Background: an optimization exercise with open tools, aiming at small area. Do not read the settings as production practice. The RTL was checked by simulation tests, not by an equivalence proof against the original design. Power is estimated from default activity; no workload was simulated.

Design error_correction, start of the top module:
module error_correction # (
    parameter puf_sig_length     = 256,
    parameter ipid_N             = 16
)
(
    input                                clk,
    input                                rst_n,
    input        [1:0]                   pcm_instruction,
    input        [puf_sig_length-1:0]    pcm_puf_in,
    input                                pcm_puf_in_valid,
    input        [$clog2(ipid_N)-1:0]    pcm_ipid_number,
    output logic [puf_sig_length-1:0]    pcm_puf_out,
    output logic                         pcm_puf_out_valid,
    output logic                         pcm_S_c  
);
export LEC_CHECK = 0
export CAP_MARGIN = 20
export CORE_MARGIN = 2
export CORE_UTILIZATION = 65
export PLACE_DENSITY = 0.75
export SLEW_MARGIN = 20
export SYNTH_HIERARCHICAL = 1
export SYNTH_MINIMUM_KEEP_SIZE = 0
create_clock -name core_clock -period 5.0 [get_ports {clk}]
standard.sh (not shown) runs the stock make flow with config.mk's settings and CLKGATE_MAP_FILE= SYNTH_SCRIPT=/design/flow/synth_recipe.tcl, a recipe that flattens the netlist after the stock synthesis.
==> flow/flow/run.sh <==
#!/bin/bash
# The standard layout (standard.sh), with three changes:
#  - synthesis maps the logic with an area-oriented ABC script (flow/area.abc);
#    everything else in synthesis, and so every register, is as in synth_recipe.tcl
#  - the port buffers use the smallest buffer cell
#  - CTS uses small clock buffers and no dummy loads
#  - no setup repair at floorplan (the netlist has no buffers to remove), and global route
#    downsizes gates that have positive slack (RECOVER_POWER)
# Each tool's output is in flow_make.log here and in orfs/logs/.
set -euo pipefail
here=$(pwd)
{
  echo '# synth_recipe.tcl with the ABC script replaced'
  echo 'proc abc {args} {'
  echo '  set i [lsearch -exact $args -script]'
  echo "  if { \$i >= 0 } { set args [lreplace \$args [expr {\$i + 1}] [expr {\$i + 1}] $here/flow/area.abc] }"
  echo '  yosys abc {*}$args'
  echo '}'
  cat synth_recipe.tcl
} > my_synth.tcl
sed -e "s#SYNTH_SCRIPT=[^ ]*#SYNTH_SCRIPT=$here/my_synth.tcl#" standard.sh > my_standard.sh
grep -q "SYNTH_SCRIPT=$here/my_synth.tcl" my_standard.sh
export BUFFER_PORTS_ARGS="-buffer_cell sky130_fd_sc_hd__buf_1"
export CTS_ARGS="-sink_clustering_enable -repair_clock_nets -buf_list sky130_fd_sc_hd__clkbuf_4 -sink_clustering_size 9 -sink_clustering_max_diameter 40 -dont_use_dummy_load"
export REMOVE_ABC_BUFFERS=1
export RECOVER_POWER=100
bash my_standard.sh > flow_make.log 2>&1
==> flow/flow/area.abc <==
strash
&get -n
&fraig -x
&put
dc2
strash
&get -n
&dch -f
&nf -R 1000 -p
&put
The starting point reached the layout checks and failed them: capacitance limit, slew limit.
Next try:
--- a/flow/flow/run.sh
+++ b/flow/flow/run.sh
@@ -5,6 +5,4 @@
 #  - the port buffers use the smallest buffer cell
 #  - CTS uses small clock buffers and no dummy loads
-#  - no setup repair at floorplan (the netlist has no buffers to remove), and global route
-#    downsizes gates that have positive slack (RECOVER_POWER)
 # Each tool's output is in flow_make.log here and in orfs/logs/.
 set -euo pipefail
@@ -23,5 +21,3 @@
 export BUFFER_PORTS_ARGS="-buffer_cell sky130_fd_sc_hd__buf_1"
 export CTS_ARGS="-sink_clustering_enable -repair_clock_nets -buf_list sky130_fd_sc_hd__clkbuf_4 -sink_clustering_size 9 -sink_clustering_max_diameter 40 -dont_use_dummy_load"
-export REMOVE_ABC_BUFFERS=1
-export RECOVER_POWER=100
 bash my_standard.sh > flow_make.log 2>&1
--- a/flow/config.mk
+++ b/flow/config.mk
@@ -6,9 +6,9 @@
 export NUM_CORES = 4
 export LEC_CHECK = 0
-export CAP_MARGIN = 20
+export CAP_MARGIN = 0
 export CORE_MARGIN = 2
 export CORE_UTILIZATION = 65
 export PLACE_DENSITY = 0.75
-export SLEW_MARGIN = 20
+export SLEW_MARGIN = 0
 export SYNTH_HIERARCHICAL = 1
 export SYNTH_MINIMUM_KEEP_SIZE = 0
This time the run produced a clean layout.
Global-route usage falls by 0.24 points.
Hold slack improves by 0.013 ns.
Power is about the same.
Routed wire length falls by 0.50%.
Cell count is about the same.
Critical path depth is unchanged.
Non-clock buffer count falls by 8.
Sequential share of layout area hardly moves.
Via count stays flat.
Clock power hardly moves.
Next try:
--- a/flow/flow/run.sh
+++ b/flow/flow/run.sh
@@ -5,4 +5,5 @@
 #  - the port buffers use the smallest buffer cell
 #  - CTS uses small clock buffers and no dummy loads
+#  - no setup repair at floorplan (the netlist has no buffers to remove)
 # Each tool's output is in flow_make.log here and in orfs/logs/.
 set -euo pipefail
@@ -21,3 +22,4 @@
 export BUFFER_PORTS_ARGS="-buffer_cell sky130_fd_sc_hd__buf_1"
 export CTS_ARGS="-sink_clustering_enable -repair_clock_nets -buf_list sky130_fd_sc_hd__clkbuf_4 -sink_clustering_size 9 -sink_clustering_max_diameter 40 -dont_use_dummy_load"
+export REMOVE_ABC_BUFFERS=1
 bash my_standard.sh > flow_make.log 2>&1
--- a/flow/config.mk
+++ b/flow/config.mk
@@ -6,9 +6,9 @@
 export NUM_CORES = 4
 export LEC_CHECK = 0
-export CAP_MARGIN = 0
+export CAP_MARGIN = 20
 export CORE_MARGIN = 2
 export CORE_UTILIZATION = 65
 export PLACE_DENSITY = 0.75
-export SLEW_MARGIN = 0
+export SLEW_MARGIN = 20
 export SYNTH_HIERARCHICAL = 1
 export SYNTH_MINIMUM_KEEP_SIZE = 0
The new run passed the timing, DRC and antenna checks. Via count grows slightly. Worst setup slack improves by 0.025 ns. First-iteration DRC count grows by a few percent. Cell area hardly moves. Global-route usage grows by 0.24 points. Non-clock buffer count grows by 8. Power is about the same. Core utilization is about the same. Die area does not change. Wire length grows slightly.
Next try:
--- a/flow/flow/run.sh
+++ b/flow/flow/run.sh
@@ -5,5 +5,8 @@
 #  - the port buffers use the smallest buffer cell
 #  - CTS uses small clock buffers and no dummy loads
-#  - no setup repair at floorplan (the netlist has no buffers to remove)
+#  - no setup repair at floorplan (the netlist has no buffers to remove), and global route
+#    downsizes gates that have positive slack (RECOVER_POWER)
+#  - timing-driven global placement does not keep its early buffering (GPL_KEEP_OVERFLOW=0);
+#    the resizer step after placement buffers the nets instead
 # Each tool's output is in flow_make.log here and in orfs/logs/.
 set -euo pipefail
@@ -23,3 +26,5 @@
 export CTS_ARGS="-sink_clustering_enable -repair_clock_nets -buf_list sky130_fd_sc_hd__clkbuf_4 -sink_clustering_size 9 -sink_clustering_max_diameter 40 -dont_use_dummy_load"
 export REMOVE_ABC_BUFFERS=1
+export RECOVER_POWER=100
+export GPL_KEEP_OVERFLOW=0
 bash my_standard.sh > flow_make.log 2>&1
Now the flow reached the layout checks and failed them: capacitance limit, slew limit, setup timing.
Core utilization rose by 0.56 points.
Via count grows slightly.
Register-to-register slack is worse by 1.4 ns.
Design area climbs slightly.
Wire length increases slightly.

[port drivers added, routing unchanged]
Ports are ideal in the flow. The routed layouts listed here were re-timed in OpenROAD. Step 1 assumes that a clkbuf_16 drives the clock port and a buf_2 every other input. Step 2 times the ports against the registers' clock, not the clock port: input delays grow and output delays shrink by t, the midpoint of the rising clock arrivals with the driver on. Slacks: no drivers / after step 1 / after step 2; pairs: no drivers / after step 1.
run	t, ns	setup slack, ns	latest minus earliest clock arrival (ns)	pins driven straight from the clock port
the first run	1.284	0.500 / 0.500 / -0.433	0.115 / 0.116	1
the second run	1.272	1.352 / 1.352 / 0.190	0.111 / 0.111	1
the third run	1.290	1.376 / 1.376 / 0.219	0.129 / 0.128	1
the fourth run	1.294	-0.008 / -0.008 / -1.082	0.157 / 0.156	1
The setup slack of the second run, which loses most, moves by 0.000 ns with the drivers and by -1.162 ns with both steps.
